From an optimization exercise on the open Yosys and OpenROAD flow, aimed at small area, a short achievable clock period and few clock cycles; shortcuts taken in it are not production practice.
In this exercise RTL edits were held to simulation tests only and were not proved equivalent to the original.
No activity file was given, so power comes from the tool's default toggle rates.

**run.sh**
```bash
#!/bin/bash
# synth_recipe.tcl (not shown) runs the flow's synth.tcl, then flattens the netlist and writes it again
# the make line also repeats each setting of config.mk as NAME=value (left out here)
make -C /OpenROAD-flow-scripts/flow DESIGN_CONFIG=/design/flow/config.mk WORK_HOME=/design/flow/orfs CLKGATE_MAP_FILE= SYNTH_SCRIPT=/design/flow/synth_recipe.tcl finish
```
**config.mk**
```make
export PLATFORM = sky130hd
export DESIGN_NAME = femto
export DESIGN_NICKNAME = femto
export VERILOG_FILES = /design/flow/design.v
export SDC_FILE = /design/flow/constraint.sdc
export NUM_CORES = 4
export LEC_CHECK = 0
export CAP_MARGIN = 20
export CORE_MARGIN = 2
export CORE_UTILIZATION = 40
export SETUP_SLACK_MARGIN = 0.3
export SLEW_MARGIN = 20
```
**constraint.sdc**
```tcl
create_clock -name core_clock -period 12.0 [get_ports {clk}]
set_input_delay 2.4000 -clock core_clock [delete_from_list [all_inputs] [get_ports {clk}]]
set_output_delay 2.4000 -clock core_clock [all_outputs]
set_load 0.01 [all_outputs]
```
**design.v**
```verilog
module femto(
   input         clk,
   output [31:0] mem_addr,   
   output [31:0] mem_wdata,  
   output  [3:0] mem_wmask,  
   input  [31:0] mem_rdata,  
   output        mem_rstrb,  
   input         mem_rbusy,  
   input         mem_wbusy,  
   input         reset       
);
   parameter RESET_ADDR       = 32'h00000000;
   parameter ADDR_WIDTH       = 24;
 wire [4:0] rdId = instr[11:7];
 (* onehot *)
 wire [7:0] funct3Is = 8'b00000001 << instr[14:12];
 wire [31:0] Uimm = {    instr[31],   instr[30:12], {12{1'b0}}};
 wire [31:0] Iimm = {{21{instr[31]}}, instr[30:20]};
 /*verilator lint_off UNUSED*/  
 wire [31:0] Simm = {{21{instr[31]}}, instr[30:25],instr[11:7]};
 wire [31:0] Bimm = {{20{instr[31]}}, instr[7],instr[30:25],instr[11:8],1'b0};
 wire [31:0] Jimm = {{12{instr[31]}}, instr[19:12],instr[20],instr[30:21],1'b0};
 /*verilator lint_on UNUSED*/
   wire isLoad    =  (instr[6:2] == 5'b00000);  
   wire isALUimm  =  (instr[6:2] == 5'b00100);  
   wire isAUIPC   =  (instr[6:2] == 5'b00101);  
   wire isStore   =  (instr[6:2] == 5'b01000);  
   wire isALUreg  =  (instr[6:2] == 5'b01100);  
   wire isLUI     =  (instr[6:2] == 5'b01101);  
   wire isBranch  =  (instr[6:2] == 5'b11000);  
   wire isJALR    =  (instr[6:2] == 5'b11001);  
   wire isJAL     =  (instr[6:2] == 5'b11011);  
   wire isSYSTEM  =  (instr[6:2] == 5'b11100);  
   wire isALU = isALUimm | isALUreg;
   reg [31:0] rs1;
   reg [31:0] rs2;
   reg [31:0] registerFile [31:0];
   always @(posedge clk) begin
     if (writeBack)
       if (rdId != 0)
         registerFile[rdId] <= writeBackData;
   end
   wire [31:0] aluIn1 = rs1;
   wire [31:0] aluIn2 = isALUreg | isBranch ? rs2 : Iimm;
   wire [31:0] aluPlus = aluIn1 + aluIn2;
   wire [32:0] aluMinus = {1'b1, ~aluIn2} + {1'b0,aluIn1} + 33'b1;
   wire        LT  = (aluIn1[31] ^ aluIn2[31]) ? aluIn1[31] : aluMinus[32];
   wire        LTU = aluMinus[32];
   wire        EQ  = (aluMinus[31:0] == 0);
   wire [31:0] shifter_in = funct3Is[1] ?
     {aluIn1[ 0], aluIn1[ 1], aluIn1[ 2], aluIn1[ 3], aluIn1[ 4], aluIn1[ 5],
      aluIn1[ 6], aluIn1[ 7], aluIn1[ 8], aluIn1[ 9], aluIn1[10], aluIn1[11],
      aluIn1[12], aluIn1[13], aluIn1[14], aluIn1[15], aluIn1[16], aluIn1[17],
      aluIn1[18], aluIn1[19], aluIn1[20], aluIn1[21], aluIn1[22], aluIn1[23],
      aluIn1[24], aluIn1[25], aluIn1[26], aluIn1[27], aluIn1[28], aluIn1[29],
      aluIn1[30], aluIn1[31]} : aluIn1;
   /*verilator lint_off WIDTH*/
   wire [31:0] shifter =
               $signed({instr[30] & aluIn1[31], shifter_in}) >>> aluIn2[4:0];
   /*verilator lint_on WIDTH*/
   wire [31:0] leftshift = {
     shifter[ 0], shifter[ 1], shifter[ 2], shifter[ 3], shifter[ 4],
     shifter[ 5], shifter[ 6], shifter[ 7], shifter[ 8], shifter[ 9],
     shifter[10], shifter[11], shifter[12], shifter[13], shifter[14],
     shifter[15], shifter[16], shifter[17], shifter[18], shifter[19],
     shifter[20], shifter[21], shifter[22], shifter[23], shifter[24],
     shifter[25], shifter[26], shifter[27], shifter[28], shifter[29],
     shifter[30], shifter[31]};
   wire [31:0] aluOut =
     (funct3Is[0]  ? instr[30] & instr[5] ? aluMinus[31:0] : aluPlus : 32'b0) |
     (funct3Is[1]  ? leftshift                                       : 32'b0) |
     (funct3Is[2]  ? {31'b0, LT}                                     : 32'b0) |
     (funct3Is[3]  ? {31'b0, LTU}                                    : 32'b0) |
     (funct3Is[4]  ? aluIn1 ^ aluIn2                                 : 32'b0) |
     (funct3Is[5]  ? shifter                                         : 32'b0) |
     (funct3Is[6]  ? aluIn1 | aluIn2                                 : 32'b0) |
     (funct3Is[7]  ? aluIn1 & aluIn2                                 : 32'b0) ;
   wire predicate =
        funct3Is[0] &  EQ  |  
        funct3Is[1] & !EQ  |  
        funct3Is[4] &  LT  |  
        funct3Is[5] & !LT  |  
        funct3Is[6] &  LTU |  
        funct3Is[7] & !LTU ;  
   reg  [ADDR_WIDTH-1:0] PC;  
   reg  [31:2] instr;         
   wire [ADDR_WIDTH-1:0] PCplus4 = PC + 4;
   wire [ADDR_WIDTH-1:0] PCplusImm = PC + ( instr[3] ? Jimm[ADDR_WIDTH-1:0] :
                                            instr[4] ? Uimm[ADDR_WIDTH-1:0] :
                                                       Bimm[ADDR_WIDTH-1:0] );
   wire [ADDR_WIDTH-1:0] loadstore_addr = rs1[ADDR_WIDTH-1:0] +
                   (instr[5] ? Simm[ADDR_WIDTH-1:0] : Iimm[ADDR_WIDTH-1:0]);
   /*verilator lint_off WIDTH*/
   wire [ADDR_WIDTH-1:0] PC_new =
      isJALR          ? {aluPlus[ADDR_WIDTH-1:1],1'b0} :
      jumpToPCplusImm ? PCplusImm                      :
                        PCplus4;
   assign mem_addr = state[WAIT_INSTR_bit] | state[FETCH_INSTR_bit] ? PC     :
                     state[EXECUTE_bit] & ~isLoad & ~isStore        ? PC_new :
                                                              loadstore_addr ;
   wire [31:0] writeBackData  =
      (isSYSTEM            ? cycles     : 32'b0) |   
      (isLUI               ? Uimm       : 32'b0) |   
      (isALU               ? aluOut     : 32'b0) |   
      (isAUIPC             ? PCplusImm  : 32'b0) |   
      (isJALR   | isJAL    ? PCplus4    : 32'b0) |   
      (isLoad              ? LOAD_data  : 32'b0) ;   
   /*verilator lint_on WIDTH*/
   wire mem_byteAccess     = instr[13:12] == 2'b00;  
   wire mem_halfwordAccess = instr[13:12] == 2'b01;  
   wire LOAD_sign =
	!instr[14] & (mem_byteAccess ? LOAD_byte[7] : LOAD_halfword[15]);
   wire [31:0] LOAD_data =
         mem_byteAccess ? {{24{LOAD_sign}},     LOAD_byte} :
     mem_halfwordAccess ? {{16{LOAD_sign}}, LOAD_halfword} :
                          mem_rdata ;
   wire [15:0] LOAD_halfword =
	       loadstore_addr[1] ? mem_rdata[31:16] : mem_rdata[15:0];
   wire  [7:0] LOAD_byte =
	       loadstore_addr[0] ? LOAD_halfword[15:8] : LOAD_halfword[7:0];
   assign mem_wdata[ 7: 0] = rs2[7:0];
   assign mem_wdata[15: 8] = loadstore_addr[0] ? rs2[7:0]  : rs2[15: 8];
   assign mem_wdata[23:16] = loadstore_addr[1] ? rs2[7:0]  : rs2[23:16];
   assign mem_wdata[31:24] = loadstore_addr[0] ? rs2[7:0]  :
			     loadstore_addr[1] ? rs2[15:8] : rs2[31:24];
   wire [3:0] STORE_wmask =
	      mem_byteAccess      ?
	            (loadstore_addr[1] ?
		          (loadstore_addr[0] ? 4'b1000 : 4'b0100) :
		          (loadstore_addr[0] ? 4'b0010 : 4'b0001)
                    ) :
	      mem_halfwordAccess ?
	            (loadstore_addr[1] ? 4'b1100 : 4'b0011) :
              4'b1111;
   localparam FETCH_INSTR_bit     = 0;
   localparam WAIT_INSTR_bit      = 1;
   localparam EXECUTE_bit         = 2;
   localparam WAIT_ALU_OR_MEM_bit = 3;
   localparam NB_STATES           = 4;
   localparam FETCH_INSTR     = 1 << FETCH_INSTR_bit;
   localparam WAIT_INSTR      = 1 << WAIT_INSTR_bit;
   localparam EXECUTE         = 1 << EXECUTE_bit;
   localparam WAIT_ALU_OR_MEM = 1 << WAIT_ALU_OR_MEM_bit;
   (* onehot *)
   reg [NB_STATES-1:0] state;
   wire writeBack = ~(isBranch | isStore ) &
                    (state[EXECUTE_bit] | state[WAIT_ALU_OR_MEM_bit]);
   assign mem_rstrb = state[EXECUTE_bit] & ~isStore | state[FETCH_INSTR_bit];
   assign mem_wmask = {4{state[EXECUTE_bit] & isStore}} & STORE_wmask;
   wire jumpToPCplusImm = isJAL | (isBranch & predicate);
   wire needToWait = isLoad | isStore ;
   always @(posedge clk) begin
      if(!reset) begin
         state      <= WAIT_ALU_OR_MEM;  
         PC         <= RESET_ADDR[ADDR_WIDTH-1:0];
      end else
      case(1'b1)
        state[WAIT_INSTR_bit]: begin
           if(!mem_rbusy) begin  
              rs1 <= (mem_rdata[19:15] == 5'd0) ? 32'b0 :
                     registerFile[mem_rdata[19:15]];
              rs2 <= (mem_rdata[24:20] == 5'd0) ? 32'b0 :
                     registerFile[mem_rdata[24:20]];
              instr <= mem_rdata[31:2];  
              state <= EXECUTE;          
           end
        end
        state[EXECUTE_bit]: begin
           PC <= PC_new;
           state <= needToWait ? WAIT_ALU_OR_MEM : WAIT_INSTR;
        end
        state[WAIT_ALU_OR_MEM_bit]: begin
           if(!mem_rbusy & !mem_wbusy) state <= FETCH_INSTR;
        end
        default: begin  
          state <= WAIT_INSTR;
        end
      endcase
   end
   reg [31:0]  cycles;
   always @(posedge clk) cycles <= !reset ? 0 : cycles + 1;
endmodule
```
==> run notes <==
-- stage by stage --
stage,worst slack (ns),std cells,instance area (sq um),hold WS [ns],power (mW)
2_1_floorplan,2.73,4624,66400,0.421,5.22
3_3_place_gp,1.87,6714,70300,0.445,5.58
3_5_place_dp,1.76,6715,70300,0.453,5.58
4_1_cts,0.925,6943,74600,0.466,9.56
5_1_grt,0.477,6944,74600,0.484,9.78
6_report,0.773,6947,74600,0.466,9.52
-- power breakdown --
group | switching (mW) | internal [mW] | total (mW)
Sequential | 0.0345 | 4.50 | 4.53
Clock | 1.70 | 2.30 | 4.00
Combinational | 0.576 | 0.409 | 0.985
Total | 2.31 | 7.21 | 9.52
-- synthesized netlist by cell type, drive strengths merged (16+ instances only) --
library cell / instances
a211oi: 27
a21o: 64
a21oi: 234
a221oi: 17
a222oi: 16
a22oi: 32
a31oi: 35
and2: 23
and3: 24
buf: 111
clkbuf: 237
dfxtp: 60
edfxtp: 1118
ha: 136
inv: 129
mux2: 38
mux2i: 150
mux4: 652
nand2: 291
nand2b: 23
nand3: 74
nand4: 18
nor2: 345
nor2b: 26
nor3: 46
nor4: 19
o211ai: 38
o21a: 17
o21ai: 175
o221ai: 19
o22ai: 25
o31ai: 36
or3: 24
xnor2: 84
xor2: 51
-- final cells by class --
class / instances / area share [%]
inverters: 131 / 0.659
clock buffers: 166 / 4.60
diodes: 3 / 0.0101
well taps: 2189 / 3.67
multi-input cells: 2967 / 40.4
flip-flops and latches: 1178 / 46.6
repair buffers: 251 / 2.95
clock inverters: 62 / 1.05
-- final timing paths --
kind | cells past startpoint | from | to
worst max-delay path | 23 | instr[6]$_DFFE_PP_ | mem_addr[22]
worst min-delay path | 2 | PC[0]$_SDFFE_PN0P_ | PC[0]$_SDFFE_PN0P_
worst max register to register | 22 | instr[6]$_DFFE_PP_ | PC[1]$_SDFFE_PN0P_
worst min register to register | 2 | PC[0]$_SDFFE_PN0P_ | PC[0]$_SDFFE_PN0P_
-- kinds of logic (layout without fill, tap and decap cells) --
kind of cell    after synthesis  count (layout)  share of synthesized area [%]
simple gates                962             962                           6.62
fa+ha+maj                   139             139                           2.66
mux                         840             840                           25.1
compound gates              851             851                           8.47
xor+xnor                    135             135                           1.84
buf+inv                     479             610                           2.86
other cells                   1              43                        0.00566
flops                      1178            1178                           52.5
-- registers in the layout, indices dropped and copies added (netlist names) --
signal / count
PC: 24
rs1: 32
registerFile: 1024
instr: 30
state: 4
rs2: 32
cycles: 32
-- layout by cell type (no fill, tap or decap), types with 27 or more instances in the layout --
cell type / synthesis / routed
mux4_2: 652 / 652
a31oi_1: 35 / 35
nand2_1: 291 / 290
o211ai_1: 38 / 38
xnor2_1: 83 / 83
nor2_4: 1 / 33
nor2_1: 343 / 310
edfxtp_1: 1118 / 1118
a22oi_1: 32 / 31
o31ai_1: 36 / 36
conb_1: 1 / 40
clkdlybuf4s50_1: 0 / 86
o21ai_0: 166 / 155
a21oi_1: 232 / 232
mux2_2: 38 / 38
xor2_1: 50 / 50
dfxtp_1: 60 / 60
a211oi_1: 27 / 27
clkbuf_16: 0 / 131
clkbuf_1: 237 / 33
buf_4: 17 / 153
nand3_1: 74 / 74
inv_1: 128 / 127
ha_1: 136 / 136
a21o_1: 64 / 64
mux2i_1: 150 / 148
nor3_1: 46 / 43
-- layer usage --
metal	track usage (%)	part of all wire (%)
met1	41.6	40
met4	13.5	5.1
met2	46.3	46
met3	5.31	9.3
met5	0	0.038
-- worst max-delay path, stage by stage, from the launching register on --
cell and delay [ns]:
edfxtp_1 0.65, xor2_4 0.29, nand2_1 0.11, and2_1 0.53
buf_4 0.35, a21o_1 0.14, inv_1 0.06, ha_1 0.63
nand2b_1 0.20, nand2_1 0.06, a31oi_1 0.47, a2bb2oi_1 0.30
o211ai_1 0.14, a311oi_1 0.30, nand4_1 0.18, or4b_1 0.59
or4_4 0.55, o41ai_4 0.68, nor2_4 0.22, buf_4 0.26
and3_1 0.17, a221o_1 0.28, o21ai_1 0.22, clkdlybuf4s50_1 0.59
==> run notes <==
status complete, no violations; Worst Setup Path Type reg -> out; Setup TNS 0 ns; buffers added on ports 96; Nets slightly below 5000; area delta synth->final 12.6%; layout cells sized above 1 approximately a quarter; WP data required about 9.6 ns; Pins Over Slew Limit 0; vias in the first global route 44700; worst skew pair latency 0.79 ns; Final Hold Violating Endpoints 0; post-detail-place hpwl ~170 mm; Final Skew roughly 0.048 ns; first-pass GRT wire length around 350 mm; clk buf depth 3; Inserted Clock Buffers between 100 and 150; gp weighted congestion between 1 and 1.5; post-cts sizing count 0; CP arrival ~9 ns; Die Y 411 um; grt ovf 0; crit path max fanout 15; Slew HR 19.3%; Post-CTS Setup Inserts 0; Seq. cell area around 35000 sq um; max cap viols 0; Synth Instances about 4600; cell taking the most area after synthesis edfxtp_1; crit share post-route slightly above 90%; Initial Util between 40% and 50%; antenna violations before repair 20; Die W between 400 and 500 um; Synth cell types 98; Worst setup SP type flop; EDFF count, synth ~1100; Max Fclk 89.1 MHz; Tmin final between 10 and 15 ns; routed len/inst about 37 um; H-tree depth 4; drt drc 0; Leak around 25 nW; Avg Vias per Cell ~6.6; cts hold-fix bufs 0; RSZ-0062 raised after global routing no; Detailed Route Iter0 Violations 6518; router iterations before antenna repair 10; post-synthesis sequential area ratio 52.5%; Sink Count between 1000 and 1500; vias ~46000; Final Util between 40% and 50%; GRT Total Usage around 30%; Layout fillers ~15000; row cnt between 100 and 150; top cell type's share of synthesized area between 50% and 60%; IR drop worst, VDD approximately 0.09 mV; reg-to-reg slack, setup approximately 4.3 ns; post-route ant nets 0; synth warn 1; die area about 170000 sq um; PD cells between 100 and 150 nW/um^2; asr flop ratio synth 0%; Multi-input gate area 30200 sq um; Synth area leaders edfxtp_1 51%, mux4_2 22%, ha_1 2.6%; largest net degree at the start of global routing between 100 and 150; setup violators final 0; Avg Cell Area, Syn approximately 14 sq um; final wirelength around 260 mm; Clock transition at path regs approximately 0.06 ns; TritonCTS clock tree done; Synth Flop Type edfxtp_1; hold crit path type reg -> reg; CP endpoint kind output port; number of I/O pins 105; Worst Max-Slew Pin Slew about 1.2 ns; area of the core roughly 160000 sq um; Yosys reg bits about 1200; Clock Tree Root clkbuf_16; Post-Syn Area between 60000 and 70000 sq um
Testbench counts, summed over its fixed seeds: cycles 322,734.

[port drivers added, routing unchanged]
How much do the figures lean on ideal ports? The routed layout below was timed once more, with nothing changed but the port constraints.
Step 1 sets driving cells, clkbuf_16 on the clock port and buf_2 on the other inputs (assumed; they add their load-dependent delay and slew).
Step 2 times the ports against the registers' clock, not the clock port: input delays grow and output delays shrink by t, the midpoint of the rising clock arrivals with the driver on.
Slacks: ideal / step 1 / step 2; pairs: ideal / step 1.
shift t [ns]: 0.849
setup WS [ns]: 0.773 / 0.685 / 1.534
worst slew at a driven data input, ns: 0.19
After both steps this run still meets setup and hold. The setup slack of this run moves by -0.088 ns with the drivers and by +0.761 ns with both steps.
